This is an optimization exercise on Yosys and OpenROAD, whose aim is small area and a short achievable clock period, not a production implementation.
RTL that was checked went through simulation tests only; none was proved equivalent to the original.
Function not checked in runs 2 and 3: the RTL went through the layout flow alone.
Power is estimated from default activity; no workload was simulated.

`flow/run.sh`:
```
#!/bin/bash
set -o pipefail
export BUFFER_PORTS_ARGS="-buffer_cell sky130_fd_sc_hd__buf_2"
export SETUP_SLACK_MARGIN=98.9
export CTS_ARGS="-sink_clustering_enable -repair_clock_nets -dont_use_dummy_load -sink_clustering_size 40 -sink_clustering_max_diameter 100 -buf_list sky130_fd_sc_hd__clkbuf_8"
bash standard.sh 2>&1 | tee standard.log
```
`standard.sh`:
```
#!/bin/bash
# synth_recipe.tcl (not shown) runs the flow's synth.tcl, then flattens the netlist and writes it again
# the make line also repeats each setting of config.mk as NAME=value (left out here)
make -C /OpenROAD-flow-scripts/flow DESIGN_CONFIG=/design/flow/config.mk WORK_HOME=/design/flow/orfs CLKGATE_MAP_FILE= SYNTH_SCRIPT=/design/flow/synth_recipe.tcl "${@:-finish}"
```
`design.v`:
```
module SegmentDriver( Display, Number);
output[6:0] Display;
input[3:0] Number;
reg[6:0] Display;
always @*
case( Number )
	0: Display = 7'b1000000;
	1: Display = 7'b1111001;
	2: Display = 7'b0100100;
	3: Display = 7'b0110000;
	4: Display = 7'b0011001;
	5: Display = 7'b0010010;
	6: Display = 7'b0000011;
	7: Display = 7'b1111000;
	8: Display = 7'b0000000;
	9: Display = 7'b0011000;
	default: Display = 7'b0000110;
endcase
endmodule
module Keyboard(KeyData, kyClk, kyData, clk, rst);
input kyClk, kyData, clk, rst;
output reg [7:0] KeyData;
reg [4:0] q;
reg       newKbClk;
reg [7:0] tempdata;
reg [3:0] cycles;      
reg [2:0] element;     
reg       gotStart;
reg       keyup;
reg       fall_r;      
reg       kyd_r;       
wire [4:0] q0 = (q >= 5'd22) ? 5'd1 : (q == 5'd21) ? 5'd21 : q + 5'd1;
wire [4:0] q1 = (q < 5'd22) ? ((q >= 5'd17) ? 5'd24 : 5'd28) : (q == 5'd28) ? 5'd28 : q + 5'd1;
wire nk0 = newKbClk && !(q == 5'd20 || q == 5'd21);     
wire nk1 = newKbClk || (q == 5'd26);                     
wire pf = newKbClk && (q == 5'd20 || q == 5'd21);
wire fall = pf && !kyClk;
wire mid = (cycles != 4'd0) && (cycles < 4'd9);      
wire last = (cycles >= 4'd10);                       
wire [7:0] kd_s = (tempdata == 8'hf0 || keyup) ? 8'hf0 : tempdata;
wire ku_s = (tempdata == 8'hf0);
wire kd_en = fall && last && (gotStart || !kyData);
wire gs = gotStart || !kyd_r;
wire clr = rst || (fall_r && last);
always @(posedge clk) begin
	cycles <= clr ? 4'd0 : cycles + {3'd0, fall_r};
	element <= clr ? 3'd0 : element + {2'd0, fall_r && gs && mid};
end
always @(posedge clk) begin
	kyd_r <= kyData;
	if (rst) begin
		q <= 5'd21;
		newKbClk <= 1'b0;
		tempdata <= 8'd0;
		gotStart <= 1'b0;
		KeyData <= 8'd0;
		keyup <= 1'b0;
		fall_r <= 1'b0;
	end else begin
		q <= kyClk ? q1 : q0;
		newKbClk <= kyClk ? nk1 : nk0;
		fall_r <= fall;
		if (kd_en)
			KeyData <= kd_s;
		if (fall_r) begin
			if (gs && mid)
				tempdata[element] <= kyd_r;
			if (last) begin
				gotStart <= 1'b0;
				if (gs)
					keyup <= ku_s;
			end else
				gotStart <= gs;
		end
	end
end
endmodule
module VGADriver(R, G, B, Vsync, Hsync, sysclk, curnum0, curnum1, curnum2, curnum3, Seg0, KeyData, rst);
input sysclk, rst;
input [7:0] KeyData;
output reg [3:0] curnum0;
output [3:0] curnum1, curnum2, curnum3;
output reg [6:0] Seg0;       
output reg [3:0] R, G;
output [3:0] B;
reg [1:0] Bq;                
assign B = {Bq[1], Bq[1], Bq[0], Bq[0]};
output reg Vsync, Hsync;
reg        iclk;
reg [9:0]  HC;
reg [9:0]  VC;
reg [1:0]  dx, dy;           
reg [9:0]  XT;
reg [8:0]  YT;
reg [5:0]  A_inc;            
reg [1:0]  dxb, dyb;         
reg [9:0]  XB;
reg [8:0]  YB;
reg        c1;               
reg [8:0]  LG;
reg [14:0] dcnt;             
assign curnum1 = {3'b000, c1};
assign curnum2 = 4'd0;
assign curnum3 = 4'd0;
wire win = c1 & curnum0[1];
function [14:0] add;
	input [14:0] x;
	input [14:0] y;
	input ci;
	integer i;
	reg c;
	begin
		c = ci;
		for (i = 0; i < 15; i = i + 1) begin
			add[i] = x[i] ^ y[i] ^ c;
			c = (x[i] & y[i]) | (c & (x[i] ^ y[i]));
		end
	end
endfunction
function [14:0] step;
	input [1:0] d;
	step = d[1] ? (d[0] ? 15'h7fff : 15'd1) : 15'd0;
endfunction
function sel;
	input [1:0] d;
	input pm, p0, pp;
	sel = d[1] ? (d[0] ? pm : pp) : p0;
endfunction
function [6:0] seg7;
	input [3:0] v;
	case (v)
	0: seg7 = 7'b1000000;
	1: seg7 = 7'b1111001;
	2: seg7 = 7'b0100100;
	3: seg7 = 7'b0110000;
	4: seg7 = 7'b0011001;
	5: seg7 = 7'b0010010;
	6: seg7 = 7'b0000011;
	7: seg7 = 7'b1111000;
	8: seg7 = 7'b0000000;
	9: seg7 = 7'b0011000;
	default: seg7 = 7'b0000110;
	endcase
endfunction
wire draw = (VC < 10'd512) && (HC < 10'd676);
wire flipx = sel(dxb, (XB >= 614) || (XB == 5), (XB >= 613) || (XB == 4), (XB >= 612) || (XB == 3));
wire flipy = sel(dyb, (YB >= 482) || (YB == 33), (YB >= 481) || (YB == 32), (YB >= 480) || (YB == 31));
wire [1:0] dxb1 = {dxb[1], dxb[0] ^ flipx};
wire [1:0] dyb1 = {dyb[1], dyb[0] ^ flipy};
wire outx = sel(dxb1, (XB < 5) || (XB > 640), (XB < 4) || (XB > 639), (XB < 3) || (XB > 638));
wire outy = sel(dyb1, (YB < 33) || (YB > 508), (YB < 32) || (YB > 507), (YB < 31) || (YB > 506));
wire P = outx || outy;       
wire [10:0] XmL = add({5'd0, XB}, ~{6'd0, LG}, 1'b1);   
wire [9:0]  XpL = add({5'd0, XB}, {6'd0, LG}, 1'b0);    
wire xml_hi = (XmL[10:6] == 5'b11111);           
wire xpl_hi = (XpL[9:6] == 4'b1010);             
wire Gl = !P && (YB == 9'd33 || YB == 9'd34) &&
	(!XmL[10] || XmL >= 11'd2026) && (XpL < 10'd641);
reg [1:0] kdx, kdy;
always @* begin
	kdx = dx;
	kdy = dy;
	if (KeyData == 8'h1c) kdx = 2'b11;
	if (KeyData == 8'h23) kdx = 2'b10;
	if (KeyData == 8'h1d) kdy = 2'b11;
	if (KeyData == 8'h1b) kdy = 2'b10;
	if (KeyData == 8'hf0) begin kdx = 2'b00; kdy = 2'b00; end
	if (kdx[1] && (kdx[0] ? XT == 10'd37 : XT == 10'd644)) kdx = 2'b00;
	if (kdy[1] && (kdy[0] ? YT == 9'd1 : YT == 9'd448)) kdy = 2'b00;
end
wire [1:0] dx3 = Gl ? 2'b00 : kdx;
wire [1:0] dy3 = Gl ? 2'b00 : kdy;
wire [9:0]  xc = P ? 10'd308 : XB;
wire [8:0]  yc = P ? 9'd432 : YB;
wire [9:0]  Dpx = add({5'd0, xc}, ~{5'd0, XT}, 1'b1);   
wire [9:0]  Dpy = add({6'd0, yc}, ~{6'd0, YT}, 1'b1);   
wire dpx_hi = (Dpx[9:6] == 4'b1111);
wire dpy_hi = (Dpy[9:6] == 4'b0000);
wire px_m = dpx_hi && (Dpx[5:0] >= 3);
wire px_0 = dpx_hi && (Dpx[5:0] >= 2) && (Dpx[5:0] <= 62);
wire px_p = dpx_hi && (Dpx[5:0] >= 1) && (Dpx[5:0] <= 61);
wire py_m = dpy_hi && (Dpy[5:0] >= 3);
wire py_0 = dpy_hi && (Dpy[5:0] >= 2) && (Dpy[5:0] <= 62);
wire py_p = dpy_hi && (Dpy[5:0] >= 1) && (Dpy[5:0] <= 61);
function postwin;
	input [5:0] v;
	input [1:0] d;
	postwin = sel(d, (v >= 32 && v <= 42) || (v >= 2 && v <= 12),
	                 (v >= 31 && v <= 41) || (v >= 1 && v <= 11),
	                 (v >= 30 && v <= 40) || (v <= 10));
endfunction
wire lx_m = xml_hi && postwin(XmL[5:0], 2'b11);
wire lx_0 = xml_hi && postwin(XmL[5:0], 2'b00);
wire lx_p = xml_hi && postwin(XmL[5:0], 2'b10);
wire rx_m = xpl_hi && postwin(XpL[5:0], 2'b11);
wire rx_0 = xpl_hi && postwin(XpL[5:0], 2'b00);
wire rx_p = xpl_hi && postwin(XpL[5:0], 2'b10);
wire gy_m = !P && (YB <= 63);
wire gy_0 = !P && (YB <= 62);
wire gy_p = !P && (YB <= 61);
wire cx_lo = (XB >= 194), cx_hi = (XB <= 424);
wire cx_0 = cx_lo && cx_hi;
wire cx_m = cx_lo && (XB != 194) && (cx_hi || XB == 425);
wire cx_p = (cx_lo || XB == 193) && cx_hi && (XB != 424);
wire cy_0 = !P && ((YB >= 182 && YB <= 202) || (YB >= 212 && YB <= 232));
wire cy_m = !P && ((YB >= 183 && YB <= 203) || (YB >= 213 && YB <= 233));
wire cy_p = !P && ((YB >= 181 && YB <= 201) || (YB >= 211 && YB <= 231));
reg [1:0] cdxb, cdyb;
reg c;
always @* begin
	cdxb = P ? 2'b11 : dxb1;
	cdyb = dyb1;
	c = sel(cdyb, py_m, py_0, py_p) && sel(cdxb, px_m, px_0, px_p);
	if (c) cdyb = cdyb[1] ? {1'b1, ~cdyb[0]} : kdy;
	c = sel(cdxb, px_m, px_0, px_p) && sel(cdyb, py_m, py_0, py_p);
	if (c) cdxb = cdxb[1] ? {1'b1, ~cdxb[0]} : kdx;
	c = sel(cdyb, gy_m, gy_0, gy_p) && sel(cdxb, lx_m, lx_0, lx_p);
	cdyb[0] = cdyb[0] ^ c;
	c = sel(cdxb, lx_m, lx_0, lx_p) && sel(cdyb, gy_m, gy_0, gy_p);
	cdxb[0] = cdxb[0] ^ c;
	c = sel(cdyb, gy_m, gy_0, gy_p) && sel(cdxb, rx_m, rx_0, rx_p);
	cdyb[0] = cdyb[0] ^ c;
	c = sel(cdxb, rx_m, rx_0, rx_p) && sel(cdyb, gy_m, gy_0, gy_p);
	cdxb[0] = cdxb[0] ^ c;
	c = sel(cdyb, cy_m, cy_0, cy_p) && sel(cdxb, cx_m, cx_0, cx_p);
	cdyb[0] = cdyb[0] ^ c;
	cdxb[0] = cdxb[0] ^ c;
	c = sel(cdxb, cx_m, cx_0, cx_p) && sel(cdyb, cy_m, cy_0, cy_p);
	cdxb[0] = cdxb[0] ^ c;
	cdyb[0] = cdyb[0] ^ c;
	if (Gl) begin
		cdxb = 2'b11;
		cdyb = 2'b00;
	end
end
wire pmove = (A_inc == 6'd63);
wire bmove = (A_inc[1:0] == 2'd3);
wire [1:0] sx = bmove ? cdxb : 2'b00;        
wire [1:0] sy = bmove ? cdyb : 2'b00;
wire [1:0] tx = pmove ? dx3 : 2'b00;         
wire [1:0] ty = pmove ? dy3 : 2'b00;
wire win_end = (dcnt == 15'd3020);
wire tickd = !iclk && draw;
wire run = tickd && !win;
wire wend = tickd && win && win_end;
wire [9:0] X3 = (wend || run && (P || Gl)) ? 10'd308 : XB;
wire [8:0] Y3 = (run && P) ? 9'd432 : (wend || run && Gl) ? 9'd332 : YB;
wire [9:0] XT3 = (wend || run && Gl) ? 10'd340 : XT;
wire [8:0] YT3 = (wend || run && Gl) ? 9'd445 : YT;
wire [8:0] LG3 = (run && Gl) ? add({6'd0, LG}, 15'd25, 1'b0) : LG;
wire [9:0] X4 = add({5'd0, X3}, step(run ? sx : 2'b00), 1'b0);
wire [8:0] Y4 = add({6'd0, Y3}, step(run ? sy : 2'b00), 1'b0);
wire [9:0] XT4 = add({5'd0, XT3}, step(run ? tx : 2'b00), 1'b0);
wire [8:0] YT4 = add({6'd0, YT3}, step(run ? ty : 2'b00), 1'b0);
wire hwrap = !iclk && (HC >= 10'd836);
wire [9:0] HC4 = (rst || hwrap) ? {9'd18, !rst} : add({5'd0, HC}, 15'd0, !iclk);
wire [9:0] VC4 = (rst || hwrap && (VC >= 10'd556)) ? 10'd32 : add({5'd0, VC}, 15'd0, hwrap);
wire [5:0] A4 = rst ? 6'd0 : add({9'd0, A_inc}, 15'd0, run);
wire [8:0] LG4 = (rst || wend) ? 9'd37 : LG3;
wire goal = run && Gl;
wire [3:0] CN4 = (rst || wend || goal && curnum0 == 4'd9) ? 4'd0 : add({11'd0, curnum0}, 15'd0, goal);
always @(posedge sysclk) begin
	XB <= rst ? 10'd308 : X4;
	YB <= rst ? 9'd332 : Y4;
	XT <= rst ? 10'd340 : XT4;
	YT <= rst ? 9'd445 : YT4;
	HC <= HC4;
	VC <= VC4;
	A_inc <= A4;
	LG <= LG4;
	curnum0 <= CN4;
end
function win29;
	input [4:0] v;       
	win29 = (v >= 1) && (v <= 29);
endfunction
wire [9:0]  Hb = add({5'd0, HC}, ~{5'd0, X4}, 1'b1);    
wire [9:0]  Vb = add({5'd0, VC}, ~{6'd0, Y4}, 1'b1);    
wire [9:0]  Hp = add({5'd0, HC}, ~{5'd0, XT4}, 1'b1);   
wire [9:0]  Vp = add({5'd0, VC}, ~{6'd0, YT4}, 1'b1);   
wire ball_x = (Hb[9:5] == 5'b00001) && win29(Hb[4:0]) && (X4 != 10'd3);
wire ball_y = (Vb[9:5] == 5'b00000) && win29(Vb[4:0]) && (Y4 != 9'd31);
wire pad_x = (Hp[9:5] == 5'b00000) && win29(Hp[4:0]);
wire pad_y = (Vp[9:5] == 5'b00001) && win29(Vp[4:0]);
wire center_on = (VC > 212) && (VC < 232) && (HC > 256) && (HC < 456);
wire [9:0] Hl = add({5'd0, HC}, ~{6'd0, LG3}, 1'b1);    
wire [9:0] Hr = add({5'd0, HC}, {6'd0, LG3}, 1'b0);     
wire post_h = (Hl[9:6] == 4'b0000 && Hl[5:0] <= 8) || (Hr[9:6] == 4'b1011 && Hr[5:0] <= 8);
wire post_on = (VC > 32) && (VC < 62) && post_h;
wire border_on = (HC < 41) || (HC > 671) || (VC < 37) || (VC > 507);
always @(posedge sysclk) begin
	if (rst)
		iclk <= 1'b0;
	else
		iclk <= ~iclk;
end
always @(posedge sysclk) begin
	if (rst) begin
		dx <= 0;
		dy <= 0;
		dxb <= 2'b10;
		dyb <= 0;
		c1 <= 0;
		Seg0 <= 7'b1000000;
		dcnt <= 0;
	end else if (!iclk) begin
		if (draw) begin
			if (!win) begin
				dx <= dx3;
				dy <= dy3;
				dxb <= cdxb;
				dyb <= cdyb;
				if (Gl) begin
					if (curnum0 == 4'd9) begin
						Seg0 <= seg7(4'd0);
						c1 <= 1'b1;
					end else
						Seg0 <= seg7(add({11'd0, curnum0}, 15'd0, 1'b1));
				end
			end else if (win_end) begin
				dcnt <= 0;
				dx <= 0;
				dy <= 0;
				dyb <= 0;
				dxb <= 2'b10;
				c1 <= 0;
				Seg0 <= 7'b1000000;
			end else
				dcnt <= {dcnt[13:0], ~(dcnt[14] ^ dcnt[13])};
		end
	end
end
always @(posedge sysclk) begin
	if (rst) begin
		Hsync <= 0; Vsync <= 0;
		R <= 0; G <= 0; Bq <= 0;
	end else if (!iclk) begin
		Hsync <= !(HC > 691 && HC < 788);
		Vsync <= !((HC >= 10'd836) ? (VC == 10'd522) : (VC == 10'd523));
		if (!draw) begin
			R <= 4'b0000; G <= 4'b0000; Bq <= 2'b00;
		end else if (win) begin
			if (!win_end) begin
				R <= 4'b1111; G <= 4'b1111; Bq <= 2'b11;
			end
		end else if (ball_x && ball_y) begin
			R <= 4'b1111; G <= 4'b0110; Bq <= 2'b00;
		end else if (pad_x && pad_y) begin
			R <= 4'b1001; G <= 4'b1111; Bq <= 2'b11;
		end else if (center_on) begin
			R <= 4'b1111; G <= 4'b0000; Bq <= 2'b00;
		end else if (post_on) begin
			R <= 4'b1111; G <= 4'b1111; Bq <= 2'b00;
		end else if (border_on) begin
			R <= 4'b1001; G <= 4'b1100; Bq <= 2'b11;
		end else begin
			R <= 4'b1100; G <= 4'b1100; Bq <= 2'b10;
		end
	end
end
endmodule
module MyMain( R, G, B,Vsync, Hsync,Display0, Display1, Display2, Display3, kyClk, kyData, clk,kd, c0, c1, c2, c3, rst);
output[3:0] R, G, B;
output Vsync, Hsync;
input kyClk, kyData, clk;
input rst;  
output[7:0] kd;
wire[7:0] KeyData;
output[ 6:0 ] Display0, Display1, Display2,Display3;
wire[3:0] curnum0, curnum1, curnum2, curnum3;
output[3:0] c0, c1, c2, c3;
assign kd = KeyData;
assign c0 = curnum0;
assign c1 = curnum1;
assign c2 = curnum2;
assign c3 = curnum3;
SegmentDriver SegmD1(Display1, curnum1);
SegmentDriver SegmD2(Display2, curnum2);
SegmentDriver SegmD3(Display3, curnum3);
Keyboard KBD(KeyData, kyClk, kyData, clk, rst);
VGADriver VGAD( R, G, B, Vsync, Hsync, clk, curnum0, curnum1, curnum2, curnum3, Display0, KeyData, rst);
endmodule
```
`config.mk`:
```
export PLATFORM = sky130hd
export DESIGN_NAME = MyMain
export DESIGN_NICKNAME = MyMain
export VERILOG_FILES = /design/flow/design.v
export SDC_FILE = /design/flow/constraint.sdc
export NUM_CORES = 4
export LEC_CHECK = 0
export CAP_MARGIN = 20
export CORE_MARGIN = 2
export CORE_UTILIZATION = 65
export CTS_BUF_LIST = sky130_fd_sc_hd__clkbuf_8
export CTS_CLUSTER_DIAMETER = 100
export CTS_CLUSTER_SIZE = 40
export PLACE_DENSITY = 0.8
export SLEW_MARGIN = 20
```
`constraint.sdc`:
```
create_clock -name core_clock -period 125.0 [get_ports {clk}]
set_input_delay 25.0000 -clock core_clock [delete_from_list [all_inputs] [get_ports {clk}]]
set_output_delay 25.0000 -clock core_clock [all_outputs]
set_load 0.01 [all_outputs]
```
==> impl_summary.txt, run 1 <==
----------------------------------------------------
[Timing]
  Min Tclk post-route ... 26.04 ns
  RSZ-0062 raised after global routing ... no
  Measured slew at the worst slew-check pin ... between 0.9 and 1 ns
  Highest clock rate ... 38.4 MHz
  Final Setup Violations ... 0
  Final worst setup slack ... approximately 99 ns
  Final number of max-transition violations ... 0
  Final critical-path share of the clock period ... a little over a fifth
  Summed negative setup slack over all endpoints ... 0 ns
  Worst rel slew slack ... ~39%
  Endpoints failing hold ... 0
  Post-route clock skew ... roughly 0.033 ns

[CTS]
  Clock-pin slew on the worst setup and hold paths ... around 0.080 ns
  Largest buffer count on any clock path ... 2
  CTS tree ... built
  H-tree lvl count ... 4
  Clock root cell ... sky130_fd_sc_hd__clkbuf_8
  CTS Sinks ... around 160
  Inserted Clock Buffers ... 17
  Clock latency on the worst-skew pair ... between 0.4 and 0.5 ns
  Post-cts hold buffer count ... 0

[Placement]
  RePlAce Congestion ... 0.911
  IO buf count ... 41
  Final HPWL from detailed placement ... approximately 24000 um
  Area post-placement ... 12900 sq um
  Setup slack at placement ... ~98 ns

[Final layout]
  Antenna fix cells ... 0
  Post-Layout Inst Area ... 13200 sq um
  Commonest non-fill, non-tap cells in the layout ... sky130_fd_sc_hd__dfxtp_1 (148), sky130_fd_sc_hd__nor2_1 (137), sky130_fd_sc_hd__inv_1 (135)
  Reg area ... approximately 3100 sq um
  Layout cells sized above 1 ... a little under a tenth
  Leading cell type in the layout, fill and taps excluded ... sky130_fd_sc_hd__dfxtp_1
  # nets final ... 1670
  Number of fillers in the final layout ... 1646
  Area used by multi-input combinational logic ... just under 9000 sq um
  Area Overhead vs Synth ... 3.03%

[Yosys]
  Per-instance average area after synthesis ... roughly 8.6 sq um
  Number of enable-type register cells in the synthesized netlist ... 0
  Synthesized netlist cell count ... about 1500
  Cell variety after synth ... approximately 100
  Proportion of synthesized chip area in sequential cells ... between 20% and 30%
  Fraction of registers with async set/reset ... 0%
  Top FF cell, synth ... sky130_fd_sc_hd__dfxtp_1
  YS warnings ... 3
  Mapped cell area ... between 10000 and 15000 sq um
  Flops & latches, synth ... 155

[GRT]
  Number of antenna violations at the first check in global routing ... 0
  Vias in the first global route ... approximately 10000
  Largest net degree at the start of global routing ... 64
  First-pass GRT wire length ... ~50000 um
  All-layer global routing usage ... roughly 31%
  Total congestion overflow after global routing ... 0

[Pwr]
  Final Power ... approximately 0.13 mW
  Power density normalized to cell area ... ~10 nW/um^2
  Leak ... ~5.5 nW
  Maximum vdd drop ... 0.00635 mV

[Setup path]
  Setup crit start kind ... register
  List of cells traversed by the critical path ... buf_2
  Data arrival time of the worst path ... 1.04 ns
  WP buf/inv ... 1
  Count of cells along the worst register-to-register path ... between 50 and 60
  Stages on worst setup path ... 1
  Largest stage delay, worst path ... between 0.4 and 0.5 ns
  Required time of the worst setup path ... 100.00 ns
  Crit path max-delay family ... flip-flops
  Maximum fanout count along the critical path ... 5
  Crit path max-delay cell type ... sky130_fd_sc_hd__dfxtp_1
  Crit Path Category ... reg2out
  Critical path endpoint category ... primary output

[Hold path]
  WHS Path Cells ... 2
  Path class of the lowest-slack min-delay path ... reg2reg

[Routing]
  Wire length reported by the detailed router ... slightly above 30000 um
  TritonRoute pass-1 iters ... 5
  Iter 0 DRT Violations ... slightly above 600
  DR WL/cell ... about 18 um
  ANT nets after route ... 0
  Post-DR vias/cell ... approximately 6.1
  Number of vias after detailed routing ... 10700
  DRC viols ... 0

[Floorplan]
  I/O pin cnt ... 70
  Die X ... between 100 and 150 um
  Vertical die dimension ... between 100 and 150 um
  Die Footprint ... between 20000 and 25000 sq um
  Initial Util ... between 60 and 70%
  Std-Cell Core Area ... 19400 sq um
  Core Rows ... between 50 and 60

[Flow run]
  Max-cap violations ... 0

[Outcome]
  Result of the run ... no timing/DRC/antenna violations

----------------------------------------------------
==> cell families after synthesis <==
group | after synthesis | share of synthesized area, %
and+or+nand+nor | 577 | 24.0
AOI/OAI and AO/OA | 294 | 15.3
buffers and inverters | 227 | 8.48
adders and majority gates | 174 | 23.3
DFF | 155 | 24.3
xor gates and xnor gates | 40 | 2.74
muxes | 24 | 1.94
other | 2 | 0.0587
==> layer usage <==
metal | share of wire (%) | wire, um | track usage, % | up-vias
li1 | - | - | - | 5080
met1 | 43 | 13200 | 41.1 | 5151
met2 | 48 | 14800 | 50.2 | 380
met3 | 6.3 | 1930 | 5.56 | 85
met4 | 3.0 | 936 | 11.1 | 0
met5 | 0 | 0 | 0 | -
==> stage by stage <==
stage / cells / hold WS (ns) / utilization, %
detailed placement: 1738 / 0.445 / 66.4
global placement: 1738 / 0.437 / 66.4
CTS: 1755 / 0.461 / 67.7
global route: 1755 / 0.485 / 67.9
finish: 1755 / 0.460 / 67.9
floorplan: 1519 / 0.434 / -
==> synthesized netlist by cell type (9+ instances only) <==
master / instances / share of area [%]
sky130_fd_sc_hd__a21o_1: 12 / 0.70
sky130_fd_sc_hd__a21oi_1: 101 / 4.0
sky130_fd_sc_hd__a22oi_1: 9 / 0.53
sky130_fd_sc_hd__a31oi_1: 14 / 0.68
sky130_fd_sc_hd__and2_1: 32 / 1.6
sky130_fd_sc_hd__and3_1: 11 / 0.54
sky130_fd_sc_hd__buf_4: 34 / 2.0
sky130_fd_sc_hd__clkbuf_1: 35 / 1.0
sky130_fd_sc_hd__dfxtp_1: 155 / 24
sky130_fd_sc_hd__fa_1: 106 / 17
sky130_fd_sc_hd__ha_1: 68 / 6.7
sky130_fd_sc_hd__inv_1: 135 / 4.0
sky130_fd_sc_hd__mux2i_1: 21 / 1.6
sky130_fd_sc_hd__nand2_1: 131 / 3.8
sky130_fd_sc_hd__nand2b_1: 22 / 1.1
sky130_fd_sc_hd__nand3_1: 41 / 1.6
sky130_fd_sc_hd__nand4_1: 27 / 1.3
sky130_fd_sc_hd__nor2_1: 137 / 4.0
sky130_fd_sc_hd__nor2b_1: 20 / 0.98
sky130_fd_sc_hd__nor3_1: 35 / 1.4
sky130_fd_sc_hd__nor3b_1: 10 / 0.59
sky130_fd_sc_hd__nor4_1: 26 / 1.3
sky130_fd_sc_hd__o211ai_1: 9 / 0.53
sky130_fd_sc_hd__o21a_1: 11 / 0.65
sky130_fd_sc_hd__o21ai_0: 53 / 2.1
sky130_fd_sc_hd__or2_2: 20 / 0.98
sky130_fd_sc_hd__xnor2_1: 24 / 1.6
sky130_fd_sc_hd__xor2_1: 16 / 1.1
==> where the power goes <==
group	internal, mW	leakage (nW)	switching, mW
Combinational	0.0171	4.11	0.0246
Clock	0.0120	0.122	0.0175
Sequential	0.0514	1.26	0.00549
Total	0.0805	5.50	0.0476
==> worst paths after layout <==
kind	from	endpoint	slack (ns)
max	KBD.KeyData[6]	kd[6]	98.96
min reg2reg	VGAD.Seg0[5]	VGAD.Seg0[5]	0.46
max reg2reg	VGAD.XB[2]	VGAD.Bq[1]	109.29
min	VGAD.Seg0[5]	VGAD.Seg0[5]	0.46
==> registers in the layout (all words and copies together), names as in the netlist, 5 cells and up <==
register	count
VGAD.XB	10
VGAD.HC	10
VGAD.A_inc	6
VGAD.dcnt	15
VGAD.Seg0	7
VGAD.YT	9
KBD.tempdata	8
VGAD.LG	9
KBD.KeyData	8
VGAD.VC	10
VGAD.XT	10
VGAD.YB	9
KBD.q	5
==> worst register-to-register path, delay by kind of cell, from the launching register on <==
kind | cells | cell delay (ns)
buffers and inverters | 6 | 0.51
AOI/OAI and AO/OA | 17 | 5.01
adders and majority gates | 18 | 6.65
muxes | 2 | 0.57
DFF | 1 | 0.60
and+or+nand+nor | 7 | 2.05
xor gates and xnor gates | 1 | 0.20
==> timing repair <==
| action | CTS | global route |
|---|---|---|
| gates cloned | 0 | 0 |
| buffers inserted | 0 | 0 |
| endpoints found under the setup margin | 26 | 17 |
| gates resized for setup | 5 | 11 |
==> final cells by class <==
class	count	share of cell area, %
Inverter	136	3.88
Sequential cell	155	23.7
Tap cell	265	2.52
Clock buffer	17	1.78
Multi-Input combinational cell	1137	66.2
Timing Repair Buffer	45	1.93
==> run 2: changes to the inputs <==
--- a/design.v
+++ b/design.v
@@ -98,7 +98,6 @@
 reg [8:0]  YB;
 reg        c1;               
 reg [8:0]  LG;
-reg [14:0] dcnt;             
 assign curnum1 = {3'b000, c1};
 assign curnum2 = 4'd0;
 assign curnum3 = 4'd0;
@@ -239,7 +238,7 @@
 wire [1:0] sy = bmove ? cdyb : 2'b00;
 wire [1:0] tx = pmove ? dx3 : 2'b00;         
 wire [1:0] ty = pmove ? dy3 : 2'b00;
-wire win_end = (dcnt == 15'd3020);
+wire win_end = (YT == 9'd464) && (XT == 10'd885);    
 wire tickd = !iclk && draw;
 wire run = tickd && !win;
 wire wend = tickd && win && win_end;
@@ -250,8 +249,10 @@
 wire [8:0] LG3 = (run && Gl) ? add({6'd0, LG}, 15'd25, 1'b0) : LG;
 wire [9:0] X4 = add({5'd0, X3}, step(run ? sx : 2'b00), 1'b0);
 wire [8:0] Y4 = add({6'd0, Y3}, step(run ? sy : 2'b00), 1'b0);
-wire [9:0] XT4 = add({5'd0, XT3}, step(run ? tx : 2'b00), 1'b0);
-wire [8:0] YT4 = add({6'd0, YT3}, step(run ? ty : 2'b00), 1'b0);
+wire wtick = tickd && win && !win_end;       
+wire xcarry = wtick && (XT == 10'd1023);
+wire [9:0] XT4 = add({5'd0, XT3}, step(run ? tx : {wtick, 1'b0}), 1'b0);
+wire [8:0] YT4 = add({6'd0, YT3}, step(run ? ty : {xcarry, 1'b0}), 1'b0);
 wire hwrap = !iclk && (HC >= 10'd836);
 wire [9:0] HC4 = (rst || hwrap) ? {9'd18, !rst} : add({5'd0, HC}, 15'd0, !iclk);
 wire [9:0] VC4 = (rst || hwrap && (VC >= 10'd556)) ? 10'd32 : add({5'd0, VC}, 15'd0, hwrap);
@@ -302,7 +303,6 @@
 		dyb <= 0;
 		c1 <= 0;
 		Seg0 <= 7'b1000000;
-		dcnt <= 0;
 	end else if (!iclk) begin
 		if (draw) begin
 			if (!win) begin
@@ -318,15 +318,13 @@
 						Seg0 <= seg7(add({11'd0, curnum0}, 15'd0, 1'b1));
 				end
 			end else if (win_end) begin
-				dcnt <= 0;
 				dx <= 0;
 				dy <= 0;
 				dyb <= 0;
 				dxb <= 2'b10;
 				c1 <= 0;
 				Seg0 <= 7'b1000000;
-			end else
-				dcnt <= {dcnt[13:0], ~(dcnt[14] ^ dcnt[13])};
+			end
 		end
 	end
 end
==> run 2 against run 1 <==
Effect of this change:
- critical endpoint unchanged
- critical path type unchanged
- clock power is 8.5% lower
- highest routed layer unchanged
- core utilization increased by 0.77 points
- critical path depth unchanged
==> impl_summary.txt, run 2 <==
----------------------------------------------------
[Final layout]
  # nets final ... 1638 (-1.9%)
  Post-Layout Inst Area ... 12800 sq um (-2.8%)
  Number of fillers in the final layout ... 1540 (-6.4%)
  Area Overhead vs Synth ... 3.92%
  Layout cells sized above 1 ... 9.00% (-0.26 points)
  Antenna fix cells ... 0 (unchanged)
  Reg area ... 2820 sq um (-9.6%)
  Commonest non-fill, non-tap cells in the layout ... sky130_fd_sc_hd__nor2_1 (147), sky130_fd_sc_hd__dfxtp_1 (131), sky130_fd_sc_hd__inv_1 (123)
  Area used by multi-input combinational logic ... 8720 sq um (about the same)
  Leading cell type in the layout, fill and taps excluded ... sky130_fd_sc_hd__nor2_1

[Floorplan]
  Die Footprint ... 20100 sq um (-3.5%)
  Std-Cell Core Area ... 18600 sq um (-3.9%)
  Initial Util ... 66.1% (+0.18 points)
  Vertical die dimension ... 142 um (-1.8%)
  Die X ... 142 um (-1.8%)
  I/O pin cnt ... 70 (unchanged)
  Core Rows ... 50 (-2.0%)

[Yosys]
  Most frequent cells after synthesis ... sky130_fd_sc_hd__nor2_1 (147), sky130_fd_sc_hd__dfxtp_1 (140), sky130_fd_sc_hd__inv_1 (123)
  Post-synth top area cell ... sky130_fd_sc_hd__dfxtp_1
  Top FF cell, synth ... sky130_fd_sc_hd__dfxtp_1
  Number of enable-type register cells in the synthesized netlist ... 0 (unchanged)
  Mapped cell area ... 12300 sq um (-3.6%)
  Cell variety after synth ... 93 (-11%)
  Cell types occupying the most area after synthesis ... sky130_fd_sc_hd__dfxtp_1 (23%), sky130_fd_sc_hd__fa_1 (17%), sky130_fd_sc_hd__ha_1 (7.1%)
  Per-instance average area after synthesis ... 8.52 sq um (-0.57%)
  Fraction of registers with async set/reset ... 0% (unchanged)
  Area share of the largest cell type after synthesis ... 22.7% (-1.5 points)
  Synthesized netlist cell count ... 1447 (-3.1%)
  YS warnings ... 3 (unchanged)
  Leading cell type by number of instances after synthesis ... sky130_fd_sc_hd__nor2_1
  Flops & latches, synth ... 140 (-9.7%)
  Proportion of synthesized chip area in sequential cells ... 22.7% (-1.5 points)

[GRT]
  Vias in the first global route ... 10100 (-2.0%)
  First-pass GRT wire length ... 50600 um (+0.12%)
  Total congestion overflow after global routing ... 0 (unchanged)
  Largest net degree at the start of global routing ... 67 (+4.7%)
  All-layer global routing usage ... 31.7% (+1.0 points)
  Number of antenna violations at the first check in global routing ... 0 (unchanged)

[Placement]
  IO buf count ... 41 (unchanged)
  Final HPWL from detailed placement ... 24000 um (+1.8%)
  Setup slack at placement ... 98.32 ns (+0.192 ns)
  RePlAce Congestion ... 0.975 (+7.1%)
  Area post-placement ... 12500 sq um (-2.8%)

[Hold path]
  Path class of the lowest-slack min-delay path ... reg2reg

[Pwr]
  Power density normalized to cell area ... 6.62 nW/um^2 (-32%)
  Maximum vdd drop ... 0.00883 mV (+39%)
  Final Power ... 0.0847 mW (-34%)
  Leak ... 5.50 nW (about the same)

[Routing]
  Wire length reported by the detailed router ... 30700 um (-0.68%)
  DR WL/cell ... 18.1 um (+3.1%)
  Routed metal-1 wire length ... 13500 um (+2.5%)
  Post-DR vias/cell ... 6.25 (+2.6%)
  DRC viols ... 0 (unchanged)
  TritonRoute pass-1 iters ... 5 (unchanged)
  Iter 0 DRT Violations ... 782 (+26%)
  ANT nets after route ... 0 (unchanged)
  Highest routed metal layer ... met4
  Met2 wire length ... 14000 um (-5.1%)
  Number of vias after detailed routing ... 10600 (-1.2%)
  Detailed-routed wire length on met3 ... 1980 um (+2.2%)

[CTS]
  H-tree lvl count ... 4 (unchanged)
  Post-cts hold buffer count ... 0 (unchanged)
  Inserted Clock Buffers ... 17 (unchanged)
  CTS tree ... built
  Clock-pin slew on the worst setup and hold paths ... 0.07 ns (about the same)
  Clock root cell ... sky130_fd_sc_hd__clkbuf_8
  Clock latency on the worst-skew pair ... 0.46 ns (-0.02 ns)
  CTS Sinks ... 140 (-9.7%)
  Largest buffer count on any clock path ... 2 (unchanged)

[Timing]
  RSZ-0062 raised after global routing ... no
  Measured slew at the worst slew-check pin ... 1.10 ns (+0.189 ns)
  Post-route clock skew ... 0.0356 ns (+0.00226 ns)
  Final critical-path share of the clock period ... 20.8% (about the same)
  Final number of max-transition violations ... 0 (unchanged)
  Highest clock rate ... 38.4 MHz (about the same)
  Final worst setup slack ... 98.94 ns (-0.0187 ns)
  Worst rel slew slack ... 26.1% (-13 points)
  Min Tclk post-route ... 26.06 ns (+0.0187 ns)
  Final Setup Violations ... 0 (unchanged)
  Endpoints failing hold ... 0 (unchanged)
  Summed negative setup slack over all endpoints ... 0 ns (unchanged)

[Setup path]
  Crit path max-delay family ... flip-flops
  Largest stage delay, worst path ... 0.44 ns (+0.03 ns)
  Data arrival time of the worst path ... 1.06 ns (+0.02 ns)
  Crit Path Category ... reg2out
  Setup crit start kind ... register
  Maximum fanout count along the critical path ... 6 (+1)
  Critical path endpoint category ... primary output
  Crit path max-delay cell type ... sky130_fd_sc_hd__dfxtp_1
  Required time of the worst setup path ... 100.00 ns (about the same)
  List of cells traversed by the critical path ... buf_2
  WP buf/inv ... 1 (unchanged)

[Outcome]
  Result of the run ... no timing/DRC/antenna violations

[Flow run]
  Max-cap violations ... 0 (unchanged)

----------------------------------------------------
## run 2: cell types whose count changed after synthesis, sizes merged, moves of 6 or more
| cell | delta |
|---|---|
| nand4 | -8 |
| nand3 | -17 |
| mux2i | -8 |
| dfxtp | -15 |
| nand2b | +8 |
| a21oi | -36 |
| inv | -11 |
| a211oi | +6 |
| nand2 | -14 |
| nor2 | +10 |
| o21ai | +7 |
| nor2b | +6 |
## run 2: what timing repair did
item	4_1_cts	5_1_grt
buffers inserted	0	0
pin swaps	0	0
resized for setup	9	7
setup endpoints to repair	21	10
## run 2: worst min-delay path, stage by stage, from the launching register on
cell,delay (ns)
sky130_fd_sc_hd__dfxtp_1,0.31
sky130_fd_sc_hd__nand2_1,0.05
sky130_fd_sc_hd__a21oi_1,0.05
## run 2: kinds of logic after synthesis
family	count (synthesis)	share of synthesized area [%]
AO/OA/AOI/OAI	295	16.5
XOR/XNOR	44	3.13
adder cells (fa/ha/maj)	176	24.3
buffers and inverters	207	7.55
flip-flops	140	22.7
multiplexers	20	1.92
other	2	0.0609
AND/OR/NAND/NOR	563	23.7
## run 2: metal layers
layer / global-route usage (%) / up-vias
met5: 0 / -
met4: 13.2 / 0
met3: 4.12 / 74
met2: 50.1 / 454
met1: 44.3 / 5058
li1: - / 4983
## run 2: path summary, 6_finish.rpt
check | startpoint | slack [ns] | cells past startpoint | to
max | KBD.KeyData[6] | 98.94 | 1 | kd[6]
min | VGAD.R[3] | 0.45 | 2 | VGAD.R[3]
max reg2reg | VGAD.YB[6] | 107.39 | 54 | VGAD.G[0]
min reg2reg | VGAD.R[3] | 0.45 | 2 | VGAD.R[3]
## run 2: power by group
part	internal, mW	switching, mW
Sequential	0.0456	0.00171
Combinational	0.00414	0.00631
Clock	0.0119	0.0150
Total	0.0617	0.0230
## run 2: metrics by stage
step / util (%) / hold slack [ns] / std cells
after global placement: 67.2 / 0.440 / 1673
after CTS: 68.5 / 0.458 / 1690
final: 68.7 / 0.454 / 1690
after floorplan: - / 0.423 / 1473
after detailed placement: 67.2 / 0.444 / 1673
after global routing: 68.7 / 0.487 / 1690
## run 2: final cells by class
type / count / area share, %
sequential: 140 / 22.0
multi-input combinational: 1126 / 68.1
clock buffer: 17 / 1.83
tap: 234 / 2.29
inverter: 124 / 3.63
timing repair buffer: 49 / 2.14
==> run 3: changes to the inputs <==
--- a/config.mk
+++ b/config.mk
@@ -5,6 +5,7 @@
 export SDC_FILE = /design/flow/constraint.sdc
 export NUM_CORES = 4
 export LEC_CHECK = 0
+export ABC_AREA = 1
 export CAP_MARGIN = 20
 export CORE_MARGIN = 2
 export CORE_UTILIZATION = 65
==> run 3 against run 2 <==
Effect of this change:
- still clean
- sequential share of layout area decreased by 0.30 points
- final cell count increased by 16%
- area after synthesis increased by 0.50%
- flip-flop and latch count unchanged
- clock skew decreased by 0.0028 ns
==> impl_summary.txt, run 3 <==
----------------------------------------------------
[Timing]
  RSZ-0062 raised after global routing ... no
  Post-route clock skew ... 0.0328 ns (-0.00284 ns)
  Worst rel slew slack ... 45.1% (+19 points)
  Highest clock rate ... 38.4 MHz (about the same)
  Final worst setup slack ... 98.96 ns (+0.0161 ns)
  Final Setup Violations ... 0 (unchanged)
  Summed negative setup slack over all endpoints ... 0 ns (unchanged)
  Smallest hold slack ... 0.464 ns (+0.00945 ns)
  Final number of max-transition violations ... 0 (unchanged)
  Final critical-path share of the clock period ... 20.8% (about the same)
  Endpoints failing hold ... 0 (unchanged)
  Min Tclk post-route ... 26.04 ns (-0.0161 ns)
  Measured slew at the worst slew-check pin ... 0.815 ns (-0.283 ns)

[Setup path]
  Data arrival time of the worst path ... 1.04 ns (-0.02 ns)
  Maximum fanout count along the critical path ... 6 (unchanged)
  Count of cells along the worst register-to-register path ... 83 (+54%)
  Worst reg-to-reg setup slack ... 109.44 ns (+2.05 ns)
  Crit Path Category ... reg2out
  Destination of the worst register-to-register timing path ... VGAD.Bq[0]
  Origin of the critical flop-to-flop path ... VGAD.YB[8]
  WP buf/inv ... 1 (unchanged)
  Largest stage delay, worst path ... 0.43 ns (about the same)
  Crit path max-delay cell type ... sky130_fd_sc_hd__dfxtp_1
  Required time of the worst setup path ... 100.00 ns (about the same)
  Critical path endpoint category ... primary output
  Setup crit start kind ... register
  List of cells traversed by the critical path ... buf_2
  Crit path max-delay family ... flip-flops

[Routing]
  DR WL/cell ... 15.9 um (-13%)
  Wire length reported by the detailed router ... 31100 um (+1.3%)
  DRC viols ... 0 (unchanged)
  TritonRoute pass-1 iters ... 6 (+1)
  Post-DR vias/cell ... 5.76 (-7.9%)
  ANT nets after route ... 0 (unchanged)
  Iter 0 DRT Violations ... 839 (+7.3%)
  Number of vias after detailed routing ... 11300 (+6.9%)

[Hold path]
  Launch point of the worst hold path ... VGAD.dx[0]
  WHS Path Cells ... 2 (unchanged)
  Endpoint, Worst Hold ... VGAD.dx[0]
  Path class of the lowest-slack min-delay path ... reg2reg

[Floorplan]
  Vertical die dimension ... 142 um (+0.24%)
  I/O pin cnt ... 70 (unchanged)
  Std-Cell Core Area ... 18700 sq um (+0.34%)
  Die Footprint ... 20200 sq um (+0.48%)
  Die X ... 142 um (+0.24%)
  Core Rows ... 50 (unchanged)
  Initial Util ... 66.2% (+0.11 points)

[Final layout]
  Number of fillers in the final layout ... 1561 (+1.4%)
  Layout cells sized above 1 ... 8.40% (-0.60 points)
  Commonest non-fill, non-tap cells in the layout ... sky130_fd_sc_hd__inv_1 (295), sky130_fd_sc_hd__nand2_1 (275), sky130_fd_sc_hd__nor2_1 (216)
  Leading cell type in the layout, fill and taps excluded ... sky130_fd_sc_hd__inv_1
  Number of standard cells in the layout, taps in and fillers out ... 1961 (+16%)
  Area Overhead vs Synth ... 4.36%
  Antenna fix cells ... 0 (unchanged)
  # nets final ... 1909 (+17%)

[CTS]
  Count of buffers added by post-CTS timing repair for setup ... 0 (unchanged)
  Largest buffer count on any clock path ... 2 (unchanged)
  H-tree lvl count ... 4 (unchanged)
  CTS tree ... built
  Clock root cell ... sky130_fd_sc_hd__clkbuf_8
  Post-cts hold buffer count ... 0 (unchanged)
  Clock-pin slew on the worst setup and hold paths ... 0.07 ns (about the same)
  Inserted Clock Buffers ... 17 (unchanged)
  Clock latency on the worst-skew pair ... 0.45 ns (about the same)
  CTS Sinks ... 140 (unchanged)

[Yosys]
  Mapped cell area ... 12400 sq um (+0.50%)
  Compound-gate portion of the synthesized area ... 9.92% (-6.6 points)
  Area share of the largest cell type after synthesis ... 22.6% (-0.11 points)
  Flops & latches, synth ... 140 (unchanged)
  Cell types occupying the most area after synthesis ... sky130_fd_sc_hd__dfxtp_1 (23%), sky130_fd_sc_hd__fa_1 (17%), sky130_fd_sc_hd__inv_1 (8.9%)
  Per-instance average area after synthesis ... 7.29 sq um (-14%)
  Dominant combinational cell family by area after synthesis ... simple AND/OR/NAND/NOR gates
  Leading cell type by number of instances after synthesis ... sky130_fd_sc_hd__inv_1
  Fraction of registers with async set/reset ... 0% (unchanged)
  Cell variety after synth ... 59 (-37%)
  Mux contribution to synthesized area ... 0% (-1.9 points)
  Fraction of the mapped netlist area in adder cells ... 24.2% (-0.12 points)
  Xor/xnor cell area share of the yosys netlist ... 2.12% (-1.0 points)
  YS warnings ... 3 (unchanged)
  Post-synth top area cell ... sky130_fd_sc_hd__dfxtp_1
  Most frequent cells after synthesis ... sky130_fd_sc_hd__inv_1 (295), sky130_fd_sc_hd__nand2_1 (275), sky130_fd_sc_hd__nor2_1 (217)
  Number of enable-type register cells in the synthesized netlist ... 0 (unchanged)
  Top FF cell, synth ... sky130_fd_sc_hd__dfxtp_1
  Area share of and/or/nand/nor cells after synthesis ... 28.3% (+4.6 points)
  Proportion of synthesized chip area in sequential cells ... 22.6% (-0.11 points)
  Synthesized netlist cell count ... 1699 (+17%)

[Pwr]
  Leak ... 6.02 nW (+9.5%)
  Power density normalized to cell area ... 8.72 nW/um^2 (+32%)
  Maximum vdd drop ... 0.00755 mV (-15%)

[Placement]
  RePlAce Congestion ... 0.932 (-4.5%)
  Placed instance count ... 1944 (+16%)
  Setup slack at placement ... 97.88 ns (-0.441 ns)
  IO buf count ... 41 (unchanged)
  Final HPWL from detailed placement ... 24600 um (+2.6%)

[GRT]
  Vias in the first global route ... 11000 (+8.8%)
  All-layer global routing usage ... 31.9% (+0.19 points)
  First-pass GRT wire length ... 51600 um (+1.9%)
  Largest net degree at the start of global routing ... 68 (+1.5%)
  Number of antenna violations at the first check in global routing ... 0 (unchanged)
  Total congestion overflow after global routing ... 0 (unchanged)

[Outcome]
  Result of the run ... no timing/DRC/antenna violations

[Flow run]
  Max-cap violations ... 0 (unchanged)

----------------------------------------------------
-- run 3: cell count changes after synthesis, sizes merged, moves of 31 or more --
cell,previous run,this run
inv,124,308
nor2,147,227
nand2b,31,0
nand2,117,290
nand3,24,128
and2,33,2
-- run 3: how the worst max path moves through the flow --
stage	startpoint	endpoint	slack (ns)	cells past startpoint
after global placement	rst	VGAD.VC[5]	97.89	8
after detailed placement	rst	VGAD.VC[5]	97.88	8
after floorplan	kyClk	KBD.KeyData[5]	98.93	6
after CTS	KBD.KeyData[1]	kd[1]	98.93	1
final	KBD.KeyData[0]	kd[0]	98.96	1
after global routing	kyClk	KBD.KeyData[0]	98.90	8
-- run 3: cell families after synthesis --
logic type	after synthesis
AO/OA/AOI/OAI	205
XOR/XNOR	30
adder cells (fa/ha/maj)	176
flip-flops	140
buffers and inverters	376
other	2
AND/OR/NAND/NOR	770
-- run 3: cell type report --
class	count	area, sq um	share of cell area (%)
Multi-Input combinational cell	1209	8140	62.9
Tap cell	234	293	2.27
Timing Repair Buffer	47	275	2.13
Inverter	314	1180	9.13
Clock buffer	17	234	1.81
Sequential cell	140	2810	21.7
-- run 3: what timing repair did --
| item | 4_1_cts | 5_1_grt |
|---|---|---|
| setup endpoints to repair | 30 | 18 |
| endpoints found under the hold margin | 0 | 0 |
| resized for setup | 9 | 6 |
-- run 3: through the flow --
stage | power, mW | utilization, % | instance area, sq um
detailed placement | 0.0858 | 67.6 | 12600
floorplan | 0.0779 | - | 12500
finish | 0.113 | 69.1 | 12900
global placement | 0.0844 | 67.6 | 12600
global route | 0.119 | 69.1 | 12900
CTS | 0.112 | 68.9 | 12900
-- run 3: routing by layer --
layer	wire length (um)	track usage, %	part of all wire [%]	vias up
met5	0	0	0	-
met4	861	11.3	2.8	0
met3	2380	6.49	7.6	74
met2	14800	54.5	48	455
met1	13000	40.3	42	5309
li1	-	-	-	5461
-- run 3: power breakdown --
| group | total (mW) | leakage (nW) | internal, mW | switching, mW |
|---|---|---|---|---|
| registers | 0.0489 | 1.14 | 0.0462 | 0.00268 |
| logic | 0.0370 | 4.76 | 0.0127 | 0.0243 |
| clock network | 0.0268 | 0.122 | 0.0120 | 0.0148 |
==> run 4: changes to the inputs <==
--- a/design.v
+++ b/design.v
@@ -97,7 +97,6 @@
 reg [9:0]  XB;
 reg [8:0]  YB;
 reg        c1;               
-reg [8:0]  LG;
 assign curnum1 = {3'b000, c1};
 assign curnum2 = 4'd0;
 assign curnum3 = 4'd0;
@@ -125,6 +124,26 @@
 	input pm, p0, pp;
 	sel = d[1] ? (d[0] ? pm : pp) : p0;
 endfunction
+function [8:0] lgrom;
+	input c1d;
+	input [3:0] c0d;
+	case ({c1d, c0d})
+	5'h00: lgrom = 9'd37;
+	5'h01: lgrom = 9'd62;
+	5'h02: lgrom = 9'd87;
+	5'h03: lgrom = 9'd112;
+	5'h04: lgrom = 9'd137;
+	5'h05: lgrom = 9'd162;
+	5'h06: lgrom = 9'd187;
+	5'h07: lgrom = 9'd212;
+	5'h08: lgrom = 9'd237;
+	5'h09: lgrom = 9'd262;
+	5'h10: lgrom = 9'd287;
+	5'h11: lgrom = 9'd312;
+	default: lgrom = 9'd337;
+	endcase
+endfunction
+wire [8:0] LG = lgrom(c1, curnum0);
 function [6:0] seg7;
 	input [3:0] v;
 	case (v)
@@ -257,7 +276,6 @@
 wire [9:0] HC4 = (rst || hwrap) ? {9'd18, !rst} : add({5'd0, HC}, 15'd0, !iclk);
 wire [9:0] VC4 = (rst || hwrap && (VC >= 10'd556)) ? 10'd32 : add({5'd0, VC}, 15'd0, hwrap);
 wire [5:0] A4 = rst ? 6'd0 : add({9'd0, A_inc}, 15'd0, run);
-wire [8:0] LG4 = (rst || wend) ? 9'd37 : LG3;
 wire goal = run && Gl;
 wire [3:0] CN4 = (rst || wend || goal && curnum0 == 4'd9) ? 4'd0 : add({11'd0, curnum0}, 15'd0, goal);
 always @(posedge sysclk) begin
@@ -268,7 +286,6 @@
 	HC <= HC4;
 	VC <= VC4;
 	A_inc <= A4;
-	LG <= LG4;
 	curnum0 <= CN4;
 end
 function win29;
--- a/flow/run.sh
+++ b/flow/run.sh
@@ -1,4 +1,15 @@
 #!/bin/bash
+# Layout flow: the standard layout (standard.sh: the standard synthesis,
+# floorplan, power grid, placement, clock tree and routing) with three
+# settings of its own, passed to ORFS through the environment:
+#  - the ports are buffered with a plain buffer (buf_2) instead of the delay
+#    cell that port buffering picks by default;
+#  - timing repair is asked for a setup margin of 98.9 ns, so that it also
+#    works on the paths from the inputs and to the outputs, which the 125 ns
+#    clock otherwise leaves with a large slack;
+#  - the clock tree is built without dummy loads.
+# The whole output of the flow goes to standard.log here, and ORFS writes each
+# step's log under orfs/logs.
 set -o pipefail
 export BUFFER_PORTS_ARGS="-buffer_cell sky130_fd_sc_hd__buf_2"
 export SETUP_SLACK_MARGIN=98.9
--- a/config.mk
+++ b/config.mk
@@ -5,7 +5,6 @@
 export SDC_FILE = /design/flow/constraint.sdc
 export NUM_CORES = 4
 export LEC_CHECK = 0
-export ABC_AREA = 1
 export CAP_MARGIN = 20
 export CORE_MARGIN = 2
 export CORE_UTILIZATION = 65
==> run 4 against run 3 <==
Effect of this change:
- non-clock buffer count is 4 higher
- critical path depth is 5 higher
- via count is 5.5% lower
- global-route usage is 0.071 points lower
- largest cell class unchanged
- largest power group unchanged
==> impl_summary.txt, run 4 <==
----------------------------------------------------
[Floorplan]
  Vertical die dimension ... 141 um (-0.99%)
  Core Rows ... 49 (-2.0%)
  I/O pin cnt ... 70 (unchanged)
  Std-Cell Core Area ... 18100 sq um (-3.0%)
  Die Footprint ... 19800 sq um (-2.0%)
  Die X ... 141 um (-0.99%)
  Initial Util ... 66.9% (+0.66 points)

[Timing]
  Final critical-path share of the clock period ... 20.9% (+0.026 points)
  Worst rel slew slack ... 42.3% (-2.8 points)
  Final number of max-transition violations ... 0 (unchanged)
  Post-route clock skew ... 0.0271 ns (-0.00568 ns)
  Min Tclk post-route ... 26.07 ns (+0.0323 ns)
  Final worst setup slack ... 98.93 ns (-0.0323 ns)
  RSZ-0062 raised after global routing ... no
  Highest clock rate ... 38.4 MHz (-0.12%)
  Endpoints failing hold ... 0 (unchanged)
  Final Setup Violations ... 0 (unchanged)
  Summed negative setup slack over all endpoints ... 0 ns (unchanged)
  Measured slew at the worst slew-check pin ... 0.856 ns (+0.0411 ns)

[Pwr]
  Gate power share ... 15.1% (-18 points)
  Sequential group share of total power ... 53.3% (+9.9 points)
  Maximum vdd drop ... 0.00953 mV (+26%)
  Power density normalized to cell area ... 6.70 nW/um^2 (-23%)
  Fraction of power spent switching nets ... 29.2% (-7.9 points)
  Share of total power in the clock network ... 31.6% (+7.9 points)
  Leak ... 5.42 nW (-10%)
  Internal portion of total power ... 0.0601 mW (-15%)
  Total net switching power ... 0.0248 mW (-41%)

[Placement]
  IO buf count ... 41 (unchanged)
  Area post-placement ... 12300 sq um (-2.8%)
  Setup slack at placement ... 97.53 ns (-0.349 ns)
  Final HPWL from detailed placement ... 23500 um (-4.7%)
  RePlAce Congestion ... 0.928 (-0.43%)

[Yosys]
  Number of enable-type register cells in the synthesized netlist ... 0 (unchanged)
  Most frequent cells after synthesis ... sky130_fd_sc_hd__inv_1 (138), sky130_fd_sc_hd__nor2_1 (136), sky130_fd_sc_hd__dfxtp_1 (131)
  Top FF cell, synth ... sky130_fd_sc_hd__dfxtp_1
  Post-synth top area cell ... sky130_fd_sc_hd__dfxtp_1
  Per-instance average area after synthesis ... 8.34 sq um (+14%)
  Mapped cell area ... 12100 sq um (-2.0%)
  Cell variety after synth ... 92 (+56%)
  Cell types occupying the most area after synthesis ... sky130_fd_sc_hd__dfxtp_1 (22%), sky130_fd_sc_hd__fa_1 (17%), sky130_fd_sc_hd__ha_1 (7.3%)
  Synthesized netlist cell count ... 1454 (-14%)
  Flops & latches, synth ... 131 (-6.4%)
  Area share of the largest cell type after synthesis ... 21.6% (-1.0 points)
  Proportion of synthesized chip area in sequential cells ... 21.6% (-1.0 points)
  Leading cell type by number of instances after synthesis ... sky130_fd_sc_hd__inv_1
  Fraction of registers with async set/reset ... 0% (unchanged)
  YS warnings ... 3 (unchanged)

[Routing]
  Number of vias after detailed routing ... 10700 (-5.5%)
  Wire length reported by the detailed router ... 31400 um (+1.1%)
  Post-DR vias/cell ... 6.32 (+9.7%)
  DRC viols ... 0 (unchanged)
  Iter 0 DRT Violations ... 1046 (+25%)
  ANT nets after route ... 0 (unchanged)
  TritonRoute pass-1 iters ... 7 (+1)
  DR WL/cell ... 18.6 um (+17%)

[Final layout]
  Leading cell type in the layout, fill and taps excluded ... sky130_fd_sc_hd__inv_1
  Post-Layout Inst Area ... 12700 sq um (-2.0%)
  Commonest non-fill, non-tap cells in the layout ... sky130_fd_sc_hd__inv_1 (137), sky130_fd_sc_hd__nor2_1 (136), sky130_fd_sc_hd__nand2_1 (128)
  Layout cells sized above 1 ... 8.35% (-0.046 points)
  Area Overhead vs Synth ... 4.39% (about the same)
  # nets final ... 1644 (-14%)
  Antenna fix cells ... 0 (unchanged)

[CTS]
  Inserted Clock Buffers ... 17 (unchanged)
  Clock-pin slew on the worst setup and hold paths ... 0.06 ns (about the same)
  H-tree lvl count ... 4 (unchanged)
  Largest buffer count on any clock path ... 2 (unchanged)
  Clock root cell ... sky130_fd_sc_hd__clkbuf_8
  CTS Sinks ... 131 (-6.4%)
  Post-cts hold buffer count ... 0 (unchanged)
  Clock latency on the worst-skew pair ... 0.46 ns (about the same)
  CTS tree ... built

[Setup path]
  List of cells traversed by the critical path ... buf_2 > buf_16 > clkinvlp_4 > and3_1 > or2_2 > o32a_1
  Critical path endpoint category ... register
  Largest stage delay, worst path ... 0.28 ns (-0.15 ns)
  Data arrival time of the worst path ... 26.41 ns (+25.37 ns)
  Crit path max-delay cell type ... sky130_fd_sc_hd__o32a_1
  Required time of the worst setup path ... 125.33 ns (+25.33 ns)
  Maximum fanout count along the critical path ... 21 (+15)
  Setup crit start kind ... primary input
  WP buf/inv ... 3 (+2)
  Crit Path Category ... in2reg
  Crit path max-delay family ... buffers and inverters

[Outcome]
  Result of the run ... no timing/DRC/antenna violations

[GRT]
  First-pass GRT wire length ... 50600 um (-2.0%)
  Total congestion overflow after global routing ... 0 (unchanged)
  All-layer global routing usage ... 31.8% (-0.071 points)
  Vias in the first global route ... 10200 (-7.4%)
  Number of antenna violations at the first check in global routing ... 0 (unchanged)
  Largest net degree at the start of global routing ... 83 (+22%)

[Flow run]
  Max-cap violations ... 0 (unchanged)

[Hold path]
  Path class of the lowest-slack min-delay path ... reg2reg

----------------------------------------------------
run 4: metrics by stage:
stage | hold WS, ns | std cells | util [%] | total power [mW]
floorplan | 0.436 | 1480 | - | 0.0557
global placement | 0.444 | 1667 | 67.7 | 0.0573
detailed placement | 0.450 | 1667 | 67.7 | 0.0580
CTS | 0.461 | 1687 | 69.3 | 0.0842
global route | 0.489 | 1690 | 69.8 | 0.0885
finish | 0.459 | 1690 | 69.8 | 0.0848
run 4: what timing repair did:
item | CTS | global route
endpoints found under the hold margin | 0 | 0
setup buffers | 2 | 1
setup endpoints to repair | 46 | 13
resized for setup | 15 | 5
cloned | 1 | 2
run 4: worst register-to-register path: cells and delay by family, from the launching register on:
kind	cells	cell delay (ns)
xor gates and xnor gates	1	0.18
muxes	2	0.87
AOI/OAI and AO/OA	13	3.27
and+or+nand+nor	13	4.15
buffers and inverters	6	0.71
DFF	1	0.69
adders and majority gates	18	6.59
run 4: logic make-up after synthesis:
kind of cell | synth area share [%]
AND/OR/NAND/NOR | 23.5
AO/OA/AOI/OAI | 16.9
buffers and inverters | 8.20
adder cells (fa/ha/maj) | 24.8
flip-flops | 21.6
XOR/XNOR | 2.89
multiplexers | 2.03
other | 0.0619
run 4: metal layers:
layer / track usage (%) / up-vias / wire length, um
li1: - / 5015 / -
met1: 42.5 / 5053 / 13000
met4: 12.3 / 0 / 1120
met3: 5.50 / 90 / 2720
met5: 0 / - / 0
met2: 52.0 / 522 / 14600
run 4: worst paths after layout:
kind	slack [ns]	endpoint	depth (start not counted)	start
max	98.93	VGAD.R[1]	6	rst
min reg2reg	0.46	VGAD.Seg0[4]	2	VGAD.Seg0[4]
max reg2reg	108.47	VGAD.R[1]	53	VGAD.YB[5]
min	0.46	VGAD.Seg0[4]	2	VGAD.Seg0[4]
run 4: layout make-up:
class	count	area, sq um
tap	229	287
clock buffer	17	234
multi-input combinational	1123	8640
sequential	131	2640
fill	1491	5480
timing repair buffer	51	335
inverter	138	522
timing repair inverter	1	5.00
run 4: power groups by stage:
stage                     Sequential (mW)  Combinational [mW]  Clock (mW)
after detailed placement           0.0462              0.0117           0
after global routing               0.0455              0.0145      0.0285
after CTS                          0.0452              0.0120      0.0270
after global placement             0.0462              0.0112           0
final                              0.0452              0.0128      0.0268
after floorplan                    0.0451              0.0106           0
==> run 5: changes to the inputs <==
--- a/flow/run.sh
+++ b/flow/run.sh
@@ -12,6 +12,6 @@
 # step's log under orfs/logs.
 set -o pipefail
 export BUFFER_PORTS_ARGS="-buffer_cell sky130_fd_sc_hd__buf_2"
-export SETUP_SLACK_MARGIN=98.9
+export SETUP_SLACK_MARGIN=99.05
 export CTS_ARGS="-sink_clustering_enable -repair_clock_nets -dont_use_dummy_load -sink_clustering_size 40 -sink_clustering_max_diameter 100 -buf_list sky130_fd_sc_hd__clkbuf_8"
 bash standard.sh 2>&1 | tee standard.log
--- a/config.mk
+++ b/config.mk
@@ -13,3 +13,4 @@
 export CTS_CLUSTER_SIZE = 40
 export PLACE_DENSITY = 0.8
 export SLEW_MARGIN = 20
+export TNS_END_PERCENT = 5
==> run 5 against run 4 <==
Effect of this change:
- area after synthesis unchanged
- register-to-register slack got worse by 0.06 ns
- still clean
- design area is 0.26% higher
- highest routed layer unchanged
- final cell count is 0.18% higher
- critical path type unchanged
- core utilization is 0.18 points higher
- clock-buffer cell count did not move
- synthesized cell count unchanged
- via count decreased by 0.66%
- global-route usage about the same
==> impl_summary.txt, run 5 <==
----------------------------------------------------
[Setup path]
  Worst reg-to-reg setup slack ... 108.41 ns (-0.06 ns)
  Worst setup path endpoint ... VGAD.R[1]
  Origin of the critical flop-to-flop path ... VGAD.YB[5]
  Maximum fanout count along the critical path ... 25 (+19%)
  Setup crit start kind ... primary input
  Destination of the worst register-to-register timing path ... VGAD.R[1]
  Crit Path Category ... in2reg
  Crit path max-delay cell type ... sky130_fd_sc_hd__o32a_1
  Critical path endpoint category ... register
  Data arrival time of the worst path ... 26.36 ns (-0.05 ns)
  Largest stage delay, worst path ... 0.28 ns (about the same)
  Startpoint of the worst setup timing path ... rst

[Final layout]
  Area Overhead vs Synth ... 4.66%
  Layout cells sized above 1 ... 8.54% (+0.19 points)
  Antenna fix cells ... 0 (unchanged)
  Leading cell type in the layout, fill and taps excluded ... sky130_fd_sc_hd__inv_1
  Post-Layout Inst Area ... 12700 sq um (+0.26%)
  Final Core Density ... 70.0% (+0.18 points)
  # nets final ... 1647 (+0.18%)

[Yosys]
  Number of enable-type register cells in the synthesized netlist ... 0 (unchanged)
  Per-instance average area after synthesis ... 8.34 sq um (unchanged)
  Top FF cell, synth ... sky130_fd_sc_hd__dfxtp_1
  Synthesized netlist cell count ... 1454 (unchanged)
  Post-synth top area cell ... sky130_fd_sc_hd__dfxtp_1
  Most frequent cells after synthesis ... sky130_fd_sc_hd__inv_1 (138), sky130_fd_sc_hd__nor2_1 (136), sky130_fd_sc_hd__dfxtp_1 (131)
  Fraction of registers with async set/reset ... 0% (unchanged)
  Flops & latches, synth ... 131 (unchanged)
  Leading cell type by number of instances after synthesis ... sky130_fd_sc_hd__inv_1
  Area share of the largest cell type after synthesis ... 21.6% (unchanged)
  YS warnings ... 3 (unchanged)
  Proportion of synthesized chip area in sequential cells ... 21.6% (unchanged)

[Timing]
  Final critical-path share of the clock period ... 20.8% (-0.031 points)
  Measured slew at the worst slew-check pin ... 0.844 ns (-0.0128 ns)
  Worst rel slew slack ... 43.2% (+0.86 points)
  Summed negative setup slack over all endpoints ... 0 ns (unchanged)
  Highest clock rate ... 38.4 MHz (+0.15%)
  Endpoints failing hold ... 0 (unchanged)
  RSZ-0062 raised after global routing ... yes
  Min Tclk post-route ... 26.04 ns (-0.0391 ns)

[GRT]
  Number of antenna violations at the first check in global routing ... 0 (unchanged)
  Largest net degree at the start of global routing ... 42 (-49%)
  First-pass GRT wire length ... 50600 um (about the same)
  Vias in the first global route ... 10200 (-0.55%)
  Total congestion overflow after global routing ... 0 (unchanged)
  All-layer global routing usage ... 31.9% (about the same)

[Floorplan]
  Initial Util ... 66.9% (unchanged)
  Core Rows ... 49 (unchanged)
  I/O pin cnt ... 70 (unchanged)
  Vertical die dimension ... 141 um (unchanged)
  Die Footprint ... 19800 sq um (unchanged)

[CTS]
  H-tree lvl count ... 4 (unchanged)
  CTS Sinks ... 131 (unchanged)
  Clock root cell ... sky130_fd_sc_hd__clkbuf_8
  Largest buffer count on any clock path ... 2 (unchanged)
  CTS tree ... built
  Clock latency on the worst-skew pair ... 0.45 ns (about the same)
  Post-cts hold buffer count ... 0 (unchanged)
  Inserted Clock Buffers ... 17 (unchanged)

[Flow run]
  Max-cap violations ... 0 (unchanged)

[Routing]
  Wire length reported by the detailed router ... 31200 um (-0.63%)
  Iter 0 DRT Violations ... 870 (-17%)
  Post-DR vias/cell ... 6.27 (-0.83%)
  ANT nets after route ... 0 (unchanged)

[Outcome]
  Result of the run ... no timing/DRC/antenna violations

[Placement]
  Area post-placement ... 12300 sq um (+0.21%)
  Final HPWL from detailed placement ... 23200 um (-1.1%)
  RePlAce Congestion ... 0.908 (-2.2%)
  IO buf count ... 41 (unchanged)

[Pwr]
  Maximum vdd drop ... 0.0100 mV (+4.9%)
  Power density normalized to cell area ... 6.64 nW/um^2 (-0.91%)

[Hold path]
  Path class of the lowest-slack min-delay path ... reg2reg

----------------------------------------------------
run 5: final cells by class:
type,instances,area (sq um),area share (%)
Tap cell,229,287,2.26
Multi-Input combinational cell,1123,8640,68.0
Timing Repair Buffer,55,373,2.94
Inverter,138,520,4.10
Clock buffer,17,234,1.84
Sequential cell,131,2640,20.8
run 5: repair_timing:
action	in CTS	in global routing
setup endpoints to repair	37	34
resized for setup	16	1
pin swaps	0	0
cloned	1	1
buffers inserted	1	5
run 5: critical path, delay by kind of cell:
kind,cells,cell delay [ns]
buf+inv,3,0.60
simple gates,2,0.46
compound gates,1,0.28
run 5: per-stage QoR:
stage | hold WS (ns) | power, mW | std cells | worst slack (ns)
2_1_floorplan | 0.436 | 0.0559 | 1480 | 99.04
3_3_place_gp | 0.442 | 0.0575 | 1668 | 97.99
3_5_place_dp | 0.448 | 0.0581 | 1668 | 98.00
4_1_cts | 0.459 | 0.0839 | 1687 | 98.94
5_1_grt | 0.483 | 0.0878 | 1693 | 98.93
6_report | 0.457 | 0.0843 | 1693 | 98.96
run 5: worst min path at each step:
stage,from,to,slack (ns),depth (start not counted)
floorplan,KBD.tempdata[1],KBD.tempdata[1],0.44,2
global route,VGAD.Seg0[5],VGAD.Seg0[5],0.48,2
finish,VGAD.R[3],VGAD.R[3],0.46,2
CTS,VGAD.R[3],VGAD.R[3],0.46,2
global placement,VGAD.Seg0[4],VGAD.Seg0[4],0.44,2
detailed placement,VGAD.R[3],VGAD.R[3],0.45,2
run 5: cells by family (layout without fill, tap and decap cells):
kind of cell	count (synthesis)	in the layout	synth area share (%)
and+or+nand+nor	552	552	23.5
AOI/OAI and AO/OA	303	303	16.9
buffers and inverters	226	210	8.20
adders and majority gates	177	177	24.8
DFF	131	131	21.6
xor gates and xnor gates	40	40	2.89
muxes	23	23	2.03
other	2	28	0.0619
run 5: metal layers:
metal / routed length (um) / vias up / global-route usage (%)
met5: 0 / - / 0
met4: 1050 / 0 / 12.1
met3: 2640 / 92 / 5.40
met2: 14400 / 506 / 51.7
met1: 13100 / 5005 / 43.1
li1: - / 5007 / -
run 5: where the power goes:
part / internal [mW] / switching (mW)
Sequential: 0.0429 / 0.00237
Combinational: 0.00524 / 0.00733
Clock: 0.0119 / 0.0145

[port drivers added, routing unchanged]
How much do the figures lean on ideal ports? The routed layouts below were timed once more, with nothing changed but the port constraints. Step 1 assumes that a clkbuf_16 drives the clock port and a buf_2 every other input. Step 2 times the ports against the registers' clock, not the clock port: input delays grow and output delays shrink by t, the midpoint of the rising clock arrivals with the driver on. a / b / c = no drivers / after step 1 / after step 2; a / b = the first two.
run	t, ns	slack for setup (ns)	cell pins on the clock port's net
run 1	0.506	98.960 / 98.918 / 98.568	1
run 2	0.482	98.941 / 98.902 / 98.654	1
run 3	0.470	98.958 / 98.918 / 98.548	1
run 4	0.490	98.925 / 98.888 / 98.456	1
run 5	0.478	98.964 / 98.935 / 98.509	1
After both steps every run listed still meets setup and hold. For run 4, which loses most, drivers alone change the setup slack by -0.037 ns; drivers and shift together by -0.469 ns.
